This design comes from an exercise in tuning for small area and a short achievable clock period on the open sky130 flow, not from production work. Function was checked by simulation only, so behaviour that the tests miss may differ from the original.

==> flow/design.v (outline; a module is shown in full before it is edited, if it fits) <==
// module butterfly_top_module_8_point: 1029 lines
// module add16_sk: 70 lines
module butterfly_top_module_8_point(
    input clk,
    input rst,
    input new_input_flag,
    input [15:0] input_real0,
    input [15:0] input_real1,
    input [15:0] input_real2,
    input [15:0] input_real3,
    input [15:0] input_real4,
    input [15:0] input_real5,
    input [15:0] input_real6,
    input [15:0] input_real7,
    input [15:0] input_imag0,
    input [15:0] input_imag1,
    input [15:0] input_imag2,
    input [15:0] input_imag3,
    input [15:0] input_imag4,
    input [15:0] input_imag5,
    input [15:0] input_imag6,
    input [15:0] input_imag7,
    output [15:0] output_real0,
    output [15:0] output_real1,
    output [15:0] output_real2,
    output [15:0] output_real3,
    output [15:0] output_real4,
    output [15:0] output_real5,
    output [15:0] output_real6,
    output [15:0] output_real7,
    output [15:0] output_imag0,
    output [15:0] output_imag1,
    output [15:0] output_imag2,
    output [15:0] output_imag3,
    output [15:0] output_imag4,
    output [15:0] output_imag5,
    output [15:0] output_imag6,
    output [15:0] output_imag7,
    output fft_ready_flag
);
  // ...
==> flow/flow/run.sh <==
#!/bin/bash
# The standard layout (standard.sh), with the ports buffered by buf_1 cells instead of
# the larger clkdlybuf4s50_1 that buffer_ports picks on its own; every port still gets a buffer.
set -euo pipefail
bash standard.sh "BUFFER_PORTS_ARGS=-buffer_cell sky130_fd_sc_hd__buf_1" finish > standard_sh.log 2>&1
==> flow/standard.sh <==
#!/bin/bash
# synth_recipe.tcl (not shown) runs the flow's synth.tcl, then flattens the netlist and writes it again
# the make line also repeats each setting of config.mk as NAME=value (left out here)
make -C /OpenROAD-flow-scripts/flow DESIGN_CONFIG=/design/flow/config.mk WORK_HOME=/design/flow/orfs CLKGATE_MAP_FILE= SYNTH_SCRIPT=/design/flow/synth_recipe.tcl "${@:-finish}"
==> flow/config.mk <==
export PLATFORM = sky130hd
export DESIGN_NAME = butterfly_top_module_8_point
export DESIGN_NICKNAME = butterfly_top_module_8_point
export VERILOG_FILES = /design/flow/design.v
export SDC_FILE = /design/flow/constraint.sdc
export NUM_CORES = 4
export LEC_CHECK = 0
export CAP_MARGIN = 20
export CORE_MARGIN = 2
export CORE_UTILIZATION = 60
export SETUP_SLACK_MARGIN = 5
export SLEW_MARGIN = 20
==> flow/constraint.sdc <==
create_clock -name core_clock -period 10.0 [get_ports {clk}]
set_input_delay 2.0000 -clock core_clock [delete_from_list [all_inputs] [get_ports {clk}]]
set_output_delay 2.0000 -clock core_clock [all_outputs]
set_load 0.01 [all_outputs]
==> metrics.cfg, run 1 <==
[drt]
wl_um = 170000
routed.top_layer = met5
first_pass_iters = 5
routedWlPerCell_um = 18.9
drtIter0Drc = 2502
wl_met3_um = 7020

[cells_and_area]
seq_cell_count = 754
sh_seq_area_pct = 20.9
top_regs = d5_p2 x17, d7_p2 x17
nFillCells = 9109
final_area_um2 = 72700
area.sequential_um2 = 15200
clkCellAreaFrac_pct = 4.23
layout_commonest_cell = inv_1

[grt]
antenna_found_initial = 11
grt_max_degree = 18
grt_pass1_wl_um = 262000
grt_overflow = 0

[setup_path]
crit_chain = inv_1 > fa_1 > fa_1 > inv_1 > fa_1 > fa_1 > inv_1 > fa_2 > fa_2 > a21o_1 > a21o_1 > a21o_1 > nand3_2 > a21oi_2 > or2_1 > o211ai_1
start_kind = flop
crit_cells = 16
worst_path_most_repeated_cell = fa_1

[placement]
gp_congestion = 1.02

[clock_tree]
cts_buffers = 87
postCtsHoldBufs = 0

[yosys]
netlist-cell-type-count = 71
synth_fa_ha_area_share_pct = 40.2
yosys-top-cells-area = ha_1 (23%), dfxtp_1 (23%), fa_1 (17%), inv_1 (10%), xnor2_1 (5.9%)
syn_area_um2 = 65300

[timing]
timing.slew.headroom_pct = 48.3
worstMarginPinSlew_ns = 0.769

[die]
die_x_um = 334
io_pins = 516
coreArea_um2 = 108000

[job]
cap_violations = 0

[min_path]
worst_hold_path.num_cells = 1

[status]
outcome = timing/DRC/antenna clean

==> run 2, diff against run 1 <==
--- a/flow/config.mk
+++ b/flow/config.mk
@@ -10,3 +10,4 @@
 export CORE_UTILIZATION = 60
 export SETUP_SLACK_MARGIN = 5
 export SLEW_MARGIN = 20
+export TNS_END_PERCENT = 0
==> run 2 against run 1 <==
Area after synthesis is the same. Critical endpoint unchanged. Clock skew grew 0.0026 ns. Global-route usage is essentially flat. Via count shrank 0.25%. First-iteration DRC count shrank 0.52%. Sequential share of layout area grew 0.062 points.
==> metrics.cfg, run 2 <==
[setup_path]
cp.arrival_ns = 5.57
crit_fanout = 5
critPathLaunch = s7_p2[3]
cpPeakStageDelay_ns = 0.61
critPathTopFamily = adder cells
crit_buf_inv = 3
criticalPathCategory = flop to flop
worst_path_max_delay_cell = fa_1
worst_path_most_repeated_cell = fa_1
crit_chain = inv_1 > fa_1 > fa_1 > inv_1 > fa_1 > fa_1 > inv_1 > fa_1 > fa_2 > a21o_1 > a21o_1 > a21o_1 > nand3_2 > a21oi_1 > or2_1 > o211ai_1
critPathRequiredTime_ns = 10.60
endpoint_kind = flop
r2r_start = s7_p2[3]
start_kind = flop

[grt]
grt_max_degree = 18  ; unchanged
grt_overflow = 0  ; unchanged
grt_pass1_vias = 47300
antenna_found_initial = 11  ; unchanged
grt_pass1_wl_um = 262000  ; -0.13%
track_usage_pct = 30.5

[timing]
fin_hold_ws_ns = 0.441
tns_ns = 0
final.min_clock_period_ns = 4.97
timing.slew.headroom_pct = 41.1  ; -7.3 points
fmax_ghz = 0.201
worstMarginPinSlew_ns = 0.876  ; +0.107 ns
drv_slew = 0
rsz0062_at_grt = true
hold_violations = 0
setup_viol = 0
skew_ns = 0.0235
min_period_over_period_pct = 49.7

[yosys]
syn_area_per_cell_um2 = 9.40
ys_ff_latch = 754
syn_nets = 8979
synth-edff-count = 0
syn_area_um2 = 65300  ; unchanged
synthCells = 6952
yosys-top-cells-count = inv_1 (1797), ha_1 (1216), dfxtp_1 (754), fa_1 (552), xnor2_1 (443)
yosys-top-cells-area = ha_1 (23%), dfxtp_1 (23%), fa_1 (17%), inv_1 (10%), xnor2_1 (5.9%)
yosysWarnings = 1
synth_most_common_cell = inv_1
yosysSeqAreaShare_pct = 23.1
synth-async-reset-ratio_pct = 0
synthFlopType = dfxtp_1
netlist-cell-type-count = 71  ; unchanged
synth_top_cell_by_area = ha_1
yosysTopAreaCellShare_pct = 23.3

[clock_tree]
cts.htree.levels = 3
clk_latency_ns = 0.69
clk_pin_slew_ns = 0.06
cts.sinks = 754
cts_buffers = 87  ; unchanged
cts_tree = built
clock-root-buffer = clkbuf_16
cts.path.max_buffers = 3

[die]
die_h_um = 334
coreArea_um2 = 108000  ; unchanged
rows = 121
initial_core_util_pct = 60.3
design.die.area_um2 = 112000
die_x_um = 334  ; unchanged
io_pins = 516  ; unchanged

[cells_and_area]
area_growth_pct = 10.7
drive_gt1_share_pct = 3.68
multiInputGateArea_um2 = 43500
area.sequential_um2 = 15100  ; -0.21%
top_regs = d5_p2 x17, d7_p2 x17
layout_common_cells = inv_1 (1791), ha_1 (1213), dfxtp_1 (728)
nFillCells = 9144  ; +0.38%
final_util_pct = 66.7
layout_commonest_cell = inv_1
nets = 9559

[placement]
dpl.hpwl_um = 147000
gp_congestion = 1.02  ; unchanged
port_buffers = 515

[drt]
vias_per_cell = 5.19
wl_um = 170000  ; -0.35%
via_count = 46800
first_pass_iters = 5  ; unchanged
routedWlPerCell_um = 18.8  ; -0.22%
drc = 0
ant_nets = 0
drtIter0Drc = 2489  ; -0.52%

[min_path]
hp-start = valid[1]
hold_class = flop to flop

[status]
outcome = timing/DRC/antenna clean

[job]
cap_violations = 0  ; unchanged

-- run 2: what timing repair did --
item | CTS | global route
hold buffers | 0 | 0
resized for setup | 30 | 61
pin swaps | 6 | 21
endpoints found under the setup margin | 67 | 98
buffers inserted | 4 | 8
-- run 2: path summary, 6_finish.rpt --
path / endpoint / slack, ns / depth (start not counted)
worst min register to register: valid[2] / 0.44 / 1
worst max-delay path: y7i_p3[15] / 5.03 / 16
worst min-delay path: valid[2] / 0.44 / 1
worst max register to register: y7i_p3[15] / 5.03 / 16
-- run 2: area by class of cell --
cell class                      count  share of cell area [%]
Antenna cell                        4                  0.0138
Clock buffer                      120                    3.46
Clock inverter                     39                   0.787
Inverter                         1798                    9.34
Multi-Input combinational cell   4364                    60.2
Sequential cell                   754                    20.9
Tap cell                         1414                    2.45
Timing Repair Buffer              527                    2.80
-- run 2: stage by stage --
stage	cells	cell area [µm²]	worst slack (ns)
2_1_floorplan	6952	65300	5.07
3_3_place_gp	8845	68900	4.29
3_5_place_dp	8845	68900	4.19
4_1_cts	9008	72100	4.89
5_1_grt	9020	72300	4.78
6_report	9020	72300	5.03
-- run 2: kinds of logic (layout without fill, tap and decap cells) --
| group | after synthesis | in the layout | synth area share (%) |
|---|---|---|---|
| DFF | 754 | 754 | 23.1 |
| muxes | 1 | 1 | 0.0153 |
| AOI/OAI and AO/OA | 1012 | 1012 | 10.1 |
| xor gates and xnor gates | 624 | 624 | 8.36 |
| adders and majority gates | 1768 | 1768 | 40.2 |
| and+or+nand+nor | 959 | 959 | 7.66 |
| other | 0 | 4 | 0 |
| buffers and inverters | 1834 | 2484 | 10.6 |
-- run 2: routing by layer --
metal / GRT usage, % / vias to the layer above / share of wire, %
met5: 0 / - / 0.0065
met1: 39.8 / 22500 / 44
met3: 2.86 / 213 / 4.0
li1: - / 23100 / -
met2: 52.9 / 1032 / 49
met4: 10.7 / 2 / 3.4
==> run 3, diff against run 2 <==
==> flow/flow/run.sh (replaced) <==
#!/bin/bash
set -euo pipefail
bash standard.sh "BUFFER_PORTS_ARGS=-buffer_cell sky130_fd_sc_hd__buf_1" SETUP_SLACK_MARGIN=5.8 finish > standard_sh.log 2>&1
--- a/flow/config.mk
+++ b/flow/config.mk
@@ -8,6 +8,5 @@
 export CAP_MARGIN = 20
 export CORE_MARGIN = 2
 export CORE_UTILIZATION = 60
-export SETUP_SLACK_MARGIN = 5
 export SLEW_MARGIN = 20
 export TNS_END_PERCENT = 0
==> run 3 against run 2 <==
Register-to-register slack better by 0.21 ns. Critical path type unchanged. Global-route usage rose by 0.093 points. Worst hold slack gained 0.019 ns. Non-clock buffer count rose by 30. Setup slack better by 0.21 ns. Synthesized cell count stayed put. Still clean. Routed wire length rose by 0.18%. Sequential cell count unchanged.
==> metrics.cfg, run 3 <==
[yosys]
netlist-cell-type-count = 71  ; unchanged
yosys-top-cells-count = inv_1 (1797), ha_1 (1216), dfxtp_1 (754), fa_1 (552), xnor2_1 (443)
yosys-mux-area-fraction_pct = 0.0153  ; unchanged
synth_top_cell_by_area = ha_1
yosysSeqAreaShare_pct = 23.1  ; unchanged
synthFlopType = dfxtp_1
synth_compound_area_share_pct = 10.1  ; unchanged
syn_area_per_cell_um2 = 9.40  ; unchanged
synth_most_common_cell = inv_1
synth-xor-area-share_pct = 8.36  ; unchanged
yosysWarnings = 1  ; unchanged
yosys.area_share.simple_pct = 7.66  ; unchanged
yosys-top-cells-area = ha_1 (23%), dfxtp_1 (23%), fa_1 (17%), inv_1 (10%), xnor2_1 (5.9%)
synth_fa_ha_area_share_pct = 40.2  ; unchanged
yosysTopAreaCellShare_pct = 23.3  ; unchanged
synth-async-reset-ratio_pct = 0  ; unchanged
syn_nets = 8979  ; unchanged
synth-edff-count = 0  ; unchanged
ys_ff_latch = 754  ; unchanged
syn_area_um2 = 65300  ; unchanged
synthCells = 6952  ; unchanged
synth_top_family_by_area = adder cells

[placement]
dpl_worst_slack_ns = 4.47  ; +0.278 ns
port_buffers = 515  ; unchanged
gp_congestion = 1.08  ; +5.4%
dpl.hpwl_um = 147000  ; -0.20%
dp.cells = 8847  ; +0.023%

[setup_path]
critPathLaunch = s5_p2[3]
start_kind = flop
critPathRequiredTime_ns = 10.59  ; about the same
criticalPathCategory = flop to flop
r2r_start = s5_p2[3]
cp.arrival_ns = 5.35  ; -0.22 ns
endpoint_kind = flop
crit_fanout = 3  ; -2

[timing]
worstMarginPinSlew_ns = 0.884  ; +0.00817 ns
fmax_ghz = 0.210  ; +4.4%
tns_ns = 0  ; unchanged
setup_viol = 0  ; unchanged
worst_slack_ns = 5.24  ; +0.208 ns
min_period_over_period_pct = 47.6  ; -2.1 points
drv_slew = 0  ; unchanged
skew_ns = 0.0301  ; +0.00652 ns
hold_violations = 0  ; unchanged
final.min_clock_period_ns = 4.76  ; -0.208 ns
timing.slew.headroom_pct = 40.3  ; -0.75 points
rsz0062_at_grt = true

[clock_tree]
cts.path.max_buffers = 3  ; unchanged
postCtsHoldBufs = 0  ; unchanged
cts_buffers = 88  ; +1.1%
clk_pin_slew_ns = 0.06  ; about the same
cts.sinks = 754  ; unchanged
clock-root-buffer = clkbuf_16
clk_latency_ns = 0.69  ; about the same
cts.htree.levels = 3  ; unchanged
cts_tree = built

[grt]
grt_pass1_vias = 48100  ; +1.7%
grt_pass1_wl_um = 263000  ; +0.61%
grt_max_degree = 18  ; unchanged
antenna_found_initial = 9  ; -2
track_usage_pct = 30.6  ; +0.093 points
grt_overflow = 0  ; unchanged

[die]
initial_core_util_pct = 60.3  ; unchanged
die_x_um = 334  ; unchanged
die_h_um = 334  ; unchanged
design.die.area_um2 = 112000  ; unchanged
coreArea_um2 = 108000  ; unchanged
rows = 121  ; unchanged
io_pins = 516  ; unchanged

[cells_and_area]
layout_common_cells = inv_1 (1782), ha_1 (1198), dfxtp_1 (712)
layout_commonest_cell = inv_1
top_regs = d5_p2 x17, d7_p2 x17
area_growth_pct = 12.3
nets = 9590  ; +0.32%
instances_no_fill = 9055  ; +0.39%
drive_gt1_share_pct = 6.22  ; +2.5 points
nFillCells = 9004  ; -1.5%

[drt]
wl_um = 170000  ; +0.18%
routedWlPerCell_um = 18.8  ; -0.21%
ant_nets = 0  ; unchanged
drtIter0Drc = 2404  ; -3.4%
vias_per_cell = 5.22  ; +0.58%
via_count = 47300  ; +0.97%
drc = 0  ; unchanged
first_pass_iters = 5  ; unchanged

[job]
cap_violations = 0  ; unchanged

[min_path]
hp-start = valid[0]
hold_class = flop to flop

[status]
outcome = timing/DRC/antenna clean

==> run 3: path summary, 6_finish.rpt <==
path | to | slack [ns] | cells past startpoint
max | y5r_p3[13] | 5.24 | 19
min | valid[1] | 0.46 | 1
max reg2reg | y5r_p3[13] | 5.24 | 19
min reg2reg | valid[1] | 0.46 | 1
==> run 3: worst max-delay path: stages (launching register included) <==
cell	delay, ns
dfxtp_4	0.37
inv_2	0.07
fa_1	0.50
inv_1	0.05
fa_1	0.50
fa_1	0.55
inv_1	0.06
fa_1	0.47
inv_1	0.08
ha_1	0.13
inv_1	0.06
fa_2	0.41
a21o_1	0.20
nand4_1	0.13
nand4_1	0.22
a311oi_4	0.39
buf_4	0.17
nor2_1	0.04
nor2_1	0.15
xnor2_1	0.13
==> run 3: cell families (layout without fill, tap and decap cells) <==
kind of cell               Yosys count  count (layout)
AOI/OAI and AO/OA                 1012            1012
xor gates and xnor gates           624             624
adders and majority gates         1768            1768
buffers and inverters             1834            2516
DFF                                754             754
muxes                                1               1
other                                0               7
and+or+nand+nor                    959             959
==> run 3: timing repair <==
| action | in CTS | in global routing |
|---|---|---|
| buffers inserted | 29 | 11 |
| endpoints found under the setup margin | 250 | 304 |
| resized for setup | 118 | 47 |
| pin swaps | 70 | 25 |
==> run 3: final cells by class <==
class	count	area, µm²	area share, %
Clock buffer	113	2470	3.36
Clock inverter	48	768	1.05
Multi-Input combinational cell	4364	44200	60.2
Tap cell	1414	1770	2.41
Sequential cell	754	15200	20.7
Inverter	1798	6760	9.21
Timing Repair Buffer	557	2250	3.07
Antenna cell	7	17.5	0.0239
==> run 3: metal layers <==
layer  track usage, %  vias to the layer above  routed length, µm
met3             3.03                      240               6420
met1             39.4                    22800              74500
met5                0                        -                 23
met4             12.7                        4               7590
met2             52.6                      987              81600
li1                 -                    23200                  -
==> run 3: through the flow <==
step           utilization [%]  hold slack (ns)  area [µm²]
2_1_floorplan                -            0.414       65700
3_3_place_gp              63.9            0.419       69300
3_5_place_dp              63.9            0.448       69300
4_1_cts                   67.5            0.463       73100
5_1_grt                   67.7            0.473       73400
6_report                  67.7            0.460       73400
==> run 4, diff against run 3 <==
--- a/flow/config.mk
+++ b/flow/config.mk
@@ -7,6 +7,6 @@
 export LEC_CHECK = 0
 export CAP_MARGIN = 20
 export CORE_MARGIN = 2
-export CORE_UTILIZATION = 60
+export CORE_UTILIZATION = 66
 export SLEW_MARGIN = 20
 export TNS_END_PERCENT = 0
==> run 4 against run 3 <==
Setup slack worse by 0.042 ns. Register-to-register slack got worse by 0.04 ns. Critical endpoint unchanged. First-iteration DRC count increased by 7.1%. Global-route usage up 2.7 points. Final cell count decreased by 1.5%. Via count rose by 1.0%.
==> metrics.cfg, run 4 <==
[timing]
drv_slew = 0  ; unchanged
min_period_over_period_pct = 48.1  ; +0.42 points
hold_violations = 0  ; unchanged
skew_ns = 0.0345  ; +0.00441 ns
fmax_ghz = 0.208  ; -0.88%
worstMarginPinSlew_ns = 0.825  ; -0.0587 ns
final.min_clock_period_ns = 4.81  ; +0.0425 ns
rsz0062_at_grt = true
worst_slack_ns = 5.19  ; -0.0425 ns
timing.slew.headroom_pct = 44.3  ; +4.0 points
tns_ns = 0  ; unchanged
fin_hold_ws_ns = 0.444  ; -0.0166 ns
setup_viol = 0  ; unchanged

[placement]
dp.cells = 8719  ; -1.4%
port_buffers = 515  ; unchanged
dpl.hpwl_um = 144000  ; -1.6%
gp_congestion = 0.987  ; -8.4%
dpl_worst_slack_ns = 4.29  ; -0.181 ns

[cells_and_area]
nets = 9582  ; -0.083%
instances_no_fill = 8915  ; -1.5%
nFillCells = 7310  ; -19%
top_regs = d5_p2 x17, d7_p2 x17
area_growth_pct = 11.7
layout_common_cells = inv_1 (1784), ha_1 (1197), dfxtp_1 (715)
layout_commonest_cell = inv_1
drive_gt1_share_pct = 6.01  ; -0.22 points

[setup_path]
crit_fanout = 6  ; +3
cp.arrival_ns = 5.39  ; +0.04 ns
worst_path_most_repeated_cell = fa_1
critPathRequiredTime_ns = 10.59  ; about the same
worst_path_max_delay_cell = fa_1
r2r.worst_path.cells = 17  ; -2
endpoint_kind = flop
criticalPathCategory = flop to flop
cpPeakStageDelay_ns = 0.55  ; about the same
crit_chain = ha_1 > fa_1 > inv_1 > fa_1 > inv_1 > fa_1 > inv_1 > fa_1 > ha_1 > o21ai_1 > nand2b_1 > a31o_2 > a311oi_2 > buf_4 > nor2_1 > nor2_1 > xnor2_1
start_kind = flop

[drt]
drtIter0Drc = 2574  ; +7.1%
routedWlPerCell_um = 18.9  ; +0.85%
first_pass_iters = 6  ; +1
wl_um = 169000  ; -0.71%
via_count = 47700  ; +1.0%
drc = 0  ; unchanged
vias_per_cell = 5.35  ; +2.6%
ant_nets = 0  ; unchanged

[grt]
grt_pass1_wl_um = 263000  ; -0.20%
grt_overflow = 0  ; unchanged
grt_pass1_vias = 48800  ; +1.3%
antenna_found_initial = 12  ; +3
track_usage_pct = 33.3  ; +2.7 points
grt_max_degree = 18  ; unchanged

[die]
die_x_um = 319  ; -4.6%
io_pins = 516  ; unchanged
initial_core_util_pct = 66.5  ; +6.2 points
coreArea_um2 = 98300  ; -9.3%
die_h_um = 319  ; -4.6%
design.die.area_um2 = 102000  ; -9.0%
rows = 115  ; -5.0%

[clock_tree]
postCtsHoldBufs = 0  ; unchanged
clock-root-buffer = clkbuf_16
clk_latency_ns = 0.68  ; about the same
cts.path.max_buffers = 3  ; unchanged
cts.sinks = 754  ; unchanged
cts.htree.levels = 3  ; unchanged
clk_pin_slew_ns = 0.06  ; about the same
cts_buffers = 86  ; -2.3%
cts_tree = built

[yosys]
synth-edff-count = 0  ; unchanged
synthFlopType = dfxtp_1
synth-async-reset-ratio_pct = 0  ; unchanged
ys_ff_latch = 754  ; unchanged
syn_nets = 8979  ; unchanged
synth_most_common_cell = inv_1
synthCells = 6952  ; unchanged
syn_area_um2 = 65300  ; unchanged
yosysTopAreaCellShare_pct = 23.3  ; unchanged
netlist-cell-type-count = 71  ; unchanged
yosysWarnings = 1  ; unchanged
syn_area_per_cell_um2 = 9.40  ; unchanged
yosys-top-cells-count = inv_1 (1797), ha_1 (1216), dfxtp_1 (754), fa_1 (552), xnor2_1 (443)
yosysSeqAreaShare_pct = 23.1  ; unchanged
synth_top_cell_by_area = ha_1
yosys-top-cells-area = ha_1 (23%), dfxtp_1 (23%), fa_1 (17%), inv_1 (10%), xnor2_1 (5.9%)

[min_path]
worst_hold_path.num_cells = 1  ; unchanged
hold_class = flop to flop

[job]
cap_violations = 0  ; unchanged

[status]
outcome = timing/DRC/antenna clean

run 4: stage by stage:
stage	cell area (µm²)	util, %
2_1_floorplan	65700	-
4_1_cts	72900	74.2
3_3_place_gp	69100	70.3
5_1_grt	73000	74.3
6_report	73000	74.3
3_5_place_dp	69100	70.3
run 4: routing by layer:
metal	global-route usage, %	part of all wire, %
met1	41.7	42
met2	57.6	48
met3	4.03	4.8
met4	15.1	5.0
met5	0	0.026
run 4: what timing repair did:
action / 4_1_cts / 5_1_grt
pin swaps: 76 / 15
buffers inserted: 34 / 1
endpoints found under the setup margin: 234 / 308
gates resized for setup: 136 / 20
run 4: area by class of cell:
cell class	count	area [µm²]	share of cell area, %
Antenna cell	3	7.51	0.0103
Clock buffer	109	2400	3.29
Clock inverter	49	687	0.941
Inverter	1798	6760	9.26
Multi-Input combinational cell	4364	44100	60.5
Sequential cell	754	15200	20.8
Tap cell	1287	1610	2.21
Timing Repair Buffer	551	2210	3.02
run 4: final timing paths:
kind	from	to	slack, ns
worst min-delay path	valid[0]	valid[1]	0.44
worst min register to register	valid[0]	valid[1]	0.44
worst max register to register	s5_p2[8]	y5r_p3[13]	5.19
worst max-delay path	s5_p2[8]	y5r_p3[13]	5.19
run 4: worst max-delay path, delay by kind of cell (launching register included):
family / cells / cell delay (ns)
adder cells (fa/ha/maj): 6 / 2.73
AO/OA/AOI/OAI: 3 / 0.75
flip-flops: 1 / 0.39
buffers and inverters: 4 / 0.34
AND/OR/NAND/NOR: 3 / 0.34
XOR/XNOR: 1 / 0.15
run 4: cell families after synthesis:
| kind of cell | synth area share, % |
|---|---|
| AO/OA/AOI/OAI | 10.1 |
| XOR/XNOR | 8.36 |
| adder cells (fa/ha/maj) | 40.2 |
| buffers and inverters | 10.6 |
| flip-flops | 23.1 |
| multiplexers | 0.0153 |
| AND/OR/NAND/NOR | 7.66 |
==> run 5, diff against run 4 <==
--- a/flow/config.mk
+++ b/flow/config.mk
@@ -7,6 +7,6 @@
 export LEC_CHECK = 0
 export CAP_MARGIN = 20
 export CORE_MARGIN = 2
-export CORE_UTILIZATION = 66
+export CORE_UTILIZATION = 55
 export SLEW_MARGIN = 20
 export TNS_END_PERCENT = 0
==> run 5 against run 4 <==
Critical path depth is 3 lower. Worst hold slack gained 0.010 ns. Sequential share of layout area is 0.13 points lower. Still clean on timing, DRC and antenna. Die area up 20%. Clock-buffer cell count up 11. Routed wire length increased by 2.4%. Non-clock buffer count is 3 higher. Final cell count is 3.0% higher.
==> metrics.cfg, run 5 <==
[status]
outcome = timing/DRC/antenna clean

[yosys]
synth_top_family_by_area = adder cells
synth_compound_area_share_pct = 10.1  ; unchanged
synth_fa_ha_area_share_pct = 40.2  ; unchanged
syn_area_per_cell_um2 = 9.40  ; unchanged
netlist-cell-type-count = 71  ; unchanged
ys_ff_latch = 754  ; unchanged
yosys-mux-area-fraction_pct = 0.0153  ; unchanged
synth_top_cell_by_area = ha_1
yosysSeqAreaShare_pct = 23.1  ; unchanged
synthCells = 6952  ; unchanged
synth-xor-area-share_pct = 8.36  ; unchanged
yosysWarnings = 1  ; unchanged
yosys.area_share.simple_pct = 7.66  ; unchanged
synth-async-reset-ratio_pct = 0  ; unchanged
yosys-top-cells-area = ha_1 (23%), dfxtp_1 (23%), fa_1 (17%), inv_1 (10%), xnor2_1 (5.9%)
synthFlopType = dfxtp_1
synth-edff-count = 0  ; unchanged
yosysTopAreaCellShare_pct = 23.3  ; unchanged
syn_nets = 8979  ; unchanged
synth_most_common_cell = inv_1
yosys-top-cells-count = inv_1 (1797), ha_1 (1216), dfxtp_1 (754), fa_1 (552), xnor2_1 (443)
syn_area_um2 = 65300  ; unchanged

[drt]
drtIter0Drc = 2282  ; -11%
via_count = 46800  ; -2.0%
drc = 0  ; unchanged
routedWlPerCell_um = 18.8  ; -0.55%
wl_um = 173000  ; +2.4%
vias_per_cell = 5.09  ; -4.9%
ant_nets = 0  ; unchanged
first_pass_iters = 6  ; unchanged

[grt]
grt_pass1_wl_um = 267000  ; +1.5%
track_usage_pct = 28.6  ; -4.7 points
grt_max_degree = 18  ; unchanged
grt_pass1_vias = 47900  ; -1.8%
grt_overflow = 0  ; unchanged
antenna_found_initial = 25  ; +13

[timing]
setup_viol = 0  ; unchanged
final.min_clock_period_ns = 4.78  ; -0.0262 ns
fmax_ghz = 0.209  ; +0.55%
tns_ns = 0  ; unchanged
hold_violations = 0  ; unchanged
timing.slew.headroom_pct = 43.1  ; -1.2 points
rsz0062_at_grt = true
drv_slew = 0  ; unchanged
skew_ns = 0.0339  ; -0.000549 ns
worstMarginPinSlew_ns = 0.846  ; +0.0210 ns
worst_slack_ns = 5.22  ; +0.0262 ns
min_period_over_period_pct = 47.8  ; -0.26 points

[cells_and_area]
area_growth_pct = 12.5
layout_commonest_cell = inv_1
multiInputGateArea_um2 = 44200  ; about the same
nets = 9589  ; +0.073%
drive_gt1_share_pct = 6.11  ; +0.099 points
nFillCells = 10400  ; +42%
area.sequential_um2 = 15200  ; about the same
layout_common_cells = inv_1 (1783), ha_1 (1202), dfxtp_1 (709)
top_regs = d5_p2 x17, d7_p2 x17

[clock_tree]
postCtsHoldBufs = 0  ; unchanged
cts.htree.levels = 3  ; unchanged
clock-root-buffer = clkbuf_16
clk_pin_slew_ns = 0.07  ; about the same
cts_tree = built
cts.sinks = 754  ; unchanged
cts_buffers = 90  ; +4.7%
cts.path.max_buffers = 3  ; unchanged
clk_latency_ns = 0.71  ; +0.03 ns

[die]
design.die.area_um2 = 122000  ; +20%
initial_core_util_pct = 55.4  ; -11 points
io_pins = 516  ; unchanged
rows = 126  ; +9.6%
die_x_um = 349  ; +9.4%
die_h_um = 349  ; +9.4%
coreArea_um2 = 118000  ; +20%

[placement]
dpl.hpwl_um = 150000  ; +4.2%
gp_congestion = 1.02  ; +3.3%
dpl_worst_slack_ns = 4.34  ; +0.0561 ns
port_buffers = 515  ; unchanged

[setup_path]
crit_fanout = 4  ; -2
endpoint_kind = flop
start_kind = flop
cpPeakStageDelay_ns = 0.61  ; +0.06 ns
worst_path_most_repeated_cell = fa_1
crit_chain = ha_1 > fa_1 > fa_1 > fa_1 > inv_1 > fa_1 > ha_1 > a21o_1 > nand2_1 > nand3_2 > a311oi_4 > o21bai_4 > a21oi_2 > xnor2_2
critPathRequiredTime_ns = 10.58  ; about the same
crit_buf_inv = 1  ; -3
criticalPathCategory = flop to flop
worst_path_max_delay_cell = fa_1
r2r_slack_ns = 5.22  ; +0.03 ns
critPathTopFamily = adder cells
cp.arrival_ns = 5.36  ; -0.03 ns

[min_path]
hold_class = flop to flop

[job]
cap_violations = 0  ; unchanged

## run 5: area by class of cell
class	instances	share of cell area, %
repair buffers	554	3.03
clock buffers	120	3.48
well taps	1536	2.62
multi-input cells	4364	60.1
diodes	13	0.0443
clock inverters	43	0.856
flip-flops and latches	754	20.7
inverters	1798	9.20
## run 5: metal layers
metal / wire length, µm / GRT usage, %
met5: 46 / 0
met2: 84900 / 50.2
met4: 5690 / 9.50
met1: 75500 / 36.6
met3: 6900 / 3.09
## run 5: worst register-to-register path: stages, from the launching register on
cell and delay, ns:
dfxtp_1 0.36, ha_1 0.35, fa_1 0.51, fa_1 0.53, fa_1 0.60, inv_1 0.07
fa_1 0.61, ha_1 0.29, a21o_1 0.16, nand2_1 0.12, nand3_2 0.15, a311oi_4 0.40
o21bai_4 0.14, a21oi_2 0.20, xnor2_2 0.18
## run 5: metrics by stage
| stage | util (%) | instances | hold slack, ns | cell area [µm²] |
|---|---|---|---|---|
| floorplan | - | 6952 | 0.414 | 65700 |
| global placement | 58.8 | 8967 | 0.436 | 69400 |
| detailed placement | 58.8 | 8967 | 0.436 | 69400 |
| CTS | 62.0 | 9156 | 0.458 | 73100 |
| global route | 62.3 | 9174 | 0.461 | 73500 |
| finish | 62.3 | 9182 | 0.454 | 73500 |
## run 5: logic make-up (layout without fill, tap and decap cells)
| kind of cell | after synthesis | count (layout) |
|---|---|---|
| simple gates | 959 | 959 |
| buf+inv | 1834 | 2515 |
| compound gates | 1012 | 1012 |
| other cells | 0 | 13 |
| xor+xnor | 624 | 624 |
| mux | 1 | 1 |
| fa+ha+maj | 1768 | 1768 |
| flops | 754 | 754 |
## run 5: path summary, 6_finish.rpt
check                 from    endpoint  cells after the start
hold reg to reg   valid[1]    valid[2]                      1
setup reg to reg  s7_p2[5]  y3i_p3[14]                     14
hold / removal    valid[1]    valid[2]                      1
setup / recovery  s7_p2[5]  y3i_p3[14]                     14
## run 5: timing repair
item,4_1_cts,5_1_grt
pin swaps,47,43
setup endpoints to repair,251,327
gates resized for setup,109,50
setup buffers,26,13
==> run 6, diff against run 5 <==
--- a/flow/config.mk
+++ b/flow/config.mk
@@ -7,6 +7,7 @@
 export LEC_CHECK = 0
 export CAP_MARGIN = 20
 export CORE_MARGIN = 2
-export CORE_UTILIZATION = 55
+export CORE_UTILIZATION = 60
+export CTS_BUF_LIST = sky130_fd_sc_hd__clkbuf_4 sky130_fd_sc_hd__clkbuf_8
 export SLEW_MARGIN = 20
 export TNS_END_PERCENT = 0
==> run 6 against run 5 <==
Via count is 1.5% higher. Critical path type unchanged.
==> metrics.cfg, run 6 <==
[status]
outcome = timing/DRC/antenna clean

[job]
cap_violations = 0  ; unchanged

[cells_and_area]
layout_commonest_cell = inv_1
layout_common_cells = inv_1 (1784), ha_1 (1199), dfxtp_1 (717)
drive_gt1_share_pct = 7.15  ; +1.0 points
top_regs = d5_p2 x17, d7_p2 x17
final_util_pct = 67.6  ; +5.3 points
nets = 9634  ; +0.47%
final_area_um2 = 73300  ; -0.24%
area_growth_pct = 12.2

[grt]
grt_overflow = 0  ; unchanged
grt_pass1_wl_um = 264000  ; -1.2%
grt_max_degree = 18  ; unchanged
antenna_found_initial = 11  ; -56%
grt_pass1_vias = 48400  ; +0.97%
track_usage_pct = 30.7  ; +2.1 points

[timing]
worstMarginPinSlew_ns = 0.980  ; +0.134 ns
min_period_over_period_pct = 47.7  ; -0.11 points
hold_violations = 0  ; unchanged
drv_slew = 0  ; unchanged
setup_viol = 0  ; unchanged
fmax_ghz = 0.210  ; +0.23%
final.min_clock_period_ns = 4.77  ; -0.0112 ns
tns_ns = 0  ; unchanged
timing.slew.headroom_pct = 34.2  ; -8.9 points
skew_ns = 0.0573  ; +0.0234 ns
rsz0062_at_grt = true

[setup_path]
critPathLaunch = d7_p2[6]
endpoint_kind = flop
crit_fanout = 6  ; +2
endpoint = y7r_p3[9]
cpPeakStageDelay_ns = 0.57  ; -0.04 ns
crit_chain = ha_1 > fa_1 > fa_1 > fa_1 > inv_1 > fa_1 > ha_1 > o21ai_0 > or3_4 > a21oi_2 > nor2_1 > fa_1 > xnor2_1
critPathTopFamily = adder cells
worst_path_max_delay_cell = fa_1
cp.arrival_ns = 5.50  ; +0.14 ns
crit_buf_inv = 1  ; unchanged
r2r_start = d7_p2[6]
r2r_end = y7r_p3[9]
r2r.worst_path.cells = 13  ; -1
criticalPathCategory = flop to flop
crit_cells = 13  ; -1
start_kind = flop
worst_path_most_repeated_cell = fa_1
r2r_slack_ns = 5.23  ; about the same
critPathRequiredTime_ns = 10.74  ; +0.16 ns

[drt]
wl_um = 170000  ; -1.7%
drtIter0Drc = 2427  ; +6.4%
routedWlPerCell_um = 18.6  ; -1.2%
vias_per_cell = 5.19  ; +2.0%
via_count = 47500  ; +1.5%
first_pass_iters = 10  ; +4
ant_nets = 0  ; unchanged
drc = 0  ; unchanged

[yosys]
yosys.area_share.simple_pct = 7.66  ; unchanged
synth_top_cell_by_area = ha_1
yosys-mux-area-fraction_pct = 0.0153  ; unchanged
syn_nets = 8979  ; unchanged
syn_area_um2 = 65300  ; unchanged
yosys-top-cells-area = ha_1 (23%), dfxtp_1 (23%), fa_1 (17%), inv_1 (10%), xnor2_1 (5.9%)
yosys-top-cells-count = inv_1 (1797), ha_1 (1216), dfxtp_1 (754), fa_1 (552), xnor2_1 (443)
synth-async-reset-ratio_pct = 0  ; unchanged
yosysTopAreaCellShare_pct = 23.3  ; unchanged
yosysSeqAreaShare_pct = 23.1  ; unchanged
netlist-cell-type-count = 71  ; unchanged
synth_most_common_cell = inv_1
synth_fa_ha_area_share_pct = 40.2  ; unchanged
synth-edff-count = 0  ; unchanged
syn_area_per_cell_um2 = 9.40  ; unchanged
ys_ff_latch = 754  ; unchanged
yosysWarnings = 1  ; unchanged
synthFlopType = dfxtp_1
synthCells = 6952  ; unchanged
synth-xor-area-share_pct = 8.36  ; unchanged
synth_top_family_by_area = adder cells
synth_compound_area_share_pct = 10.1  ; unchanged

[clock_tree]
cts_buffers = 137  ; +52%
clock-root-buffer = clkbuf_8
cts.sinks = 754  ; unchanged
cts_tree = built
clk_latency_ns = 0.87  ; +0.16 ns
cts.htree.levels = 4  ; +1
clk_pin_slew_ns = 0.06  ; about the same
postCtsHoldBufs = 0  ; unchanged
cts.path.max_buffers = 3  ; unchanged

[die]
die_x_um = 334  ; -4.2%
initial_core_util_pct = 60.3  ; +4.9 points
die_h_um = 334  ; -4.2%
io_pins = 516  ; unchanged
design.die.area_um2 = 112000  ; -8.2%
coreArea_um2 = 108000  ; -8.1%
rows = 121  ; -4.0%

[placement]
dpl.hpwl_um = 147000  ; -2.5%
port_buffers = 515  ; unchanged
placed_area_um2 = 69300  ; -0.21%
gp_congestion = 1.08  ; +5.6%

[min_path]
hold_class = flop to flop
hp-start = valid[0]

-- run 6: changes by cell type in the layout (fill, tap and decap cells not counted), moves of 5 or more --
| cell | change |
|---|---|
| clkbuf_4 | +23 |
| clkinv_2 | +10 |
| dfxtp_2 | -8 |
| inv_6 | -6 |
| clkbuf_1 | -13 |
| clkbuf_16 | -92 |
| dfxtp_1 | +8 |
| diode_2 | -5 |
| clkbuf_8 | +157 |
-- run 6: metrics by stage --
| step | std cells | hold WS [ns] | worst slack [ns] |
|---|---|---|---|
| 6_report | 9139 | 0.460 | 5.23 |
| 5_1_grt | 9134 | 0.473 | 5.05 |
| 4_1_cts | 9126 | 0.463 | 5.26 |
| 3_5_place_dp | 8847 | 0.448 | 4.47 |
| 3_3_place_gp | 8847 | 0.419 | 4.50 |
| 2_1_floorplan | 6952 | 0.414 | 5.49 |
-- run 6: worst min path at each step --
| stage | endpoint | slack (ns) | cells after the start |
|---|---|---|---|
| after global placement | valid[1] | 0.42 | 1 |
| after detailed placement | valid[1] | 0.45 | 1 |
| after global routing | valid[2] | 0.47 | 1 |
| after CTS | valid[1] | 0.46 | 1 |
| final | valid[1] | 0.46 | 1 |
| after floorplan | valid[1] | 0.41 | 1 |
-- run 6: cell type report --
| class | count | area, µm² |
|---|---|---|
| timing repair buffer | 552 | 2210 |
| inverter | 1798 | 6760 |
| clock buffer | 195 | 2540 |
| sequential | 754 | 15200 |
| multi-input combinational | 4364 | 44100 |
| antenna | 8 | 20.0 |
| clock inverter | 54 | 712 |
| fill | 9076 | 35100 |
| tap | 1414 | 1770 |
-- run 6: metal layers --
layer	wire, µm	part of all wire [%]	GRT usage [%]	up-vias
met1	73900	43	39.2	22800
met3	7270	4.3	4.06	280
met5	23	0.014	0	-
met4	7940	4.7	13.3	4
met2	80900	48	52.2	1085
li1	-	-	-	23300
-- run 6: timing repair --
action	in CTS	in global routing
endpoints found under the setup margin	199	266
pin swaps	63	29
resized for setup	105	43
buffers inserted	30	5
hold endpoints to repair	0	0
-- run 6: cell families after synthesis --
group	Yosys count
muxes	1
and+or+nand+nor	959
DFF	754
buffers and inverters	1834
xor gates and xnor gates	624
AOI/OAI and AO/OA	1012
adders and majority gates	1768

## static timing again, ports no longer ideal
In the flow no input, the clock included, has a driving cell. The finished layouts below were timed again as built, in two steps.
Step 1 assumes that a clkbuf_16 drives the clock port and a buf_2 every other input.
Step 2 also shifts input and output timing later by t, the mid clock arrival at the registers, as if the neighbouring blocks saw the same clock.
Slacks: ideal ports / drivers / drivers and shift; pairs: ideal ports / drivers.
| run | t (ns) | slack for setup (ns) | worst setup path after step 2 | slew at the worst register clock pin (ns) | worst slew at a driven data input, ns |
|---|---|---|---|---|---|
| run 1 | 0.746 | 5.152 / 5.152 / 4.471 | input to register | 0.07 / 0.07 | 0.15 |
| run 2 | 0.748 | 5.028 / 5.028 / 4.446 | input to register | 0.07 / 0.07 | 0.13 |
| run 3 | 0.752 | 5.236 / 5.236 / 4.636 | input to register | 0.06 / 0.06 | 0.14 |
| run 4 | 0.740 | 5.194 / 5.194 / 4.521 | input to register | 0.07 / 0.07 | 0.14 |
| run 5 | 0.772 | 5.220 / 5.220 / 4.533 | input to register | 0.07 / 0.07 | 0.15 |
| run 6 | 0.913 | 5.231 / 5.231 / 4.496 | input to register | 0.07 / 0.07 | 0.12 |
After both steps setup and hold are still met in every run listed. The setup slack of run 6, which loses most, moves by 0.000 ns with the drivers and by -0.735 ns with both steps.
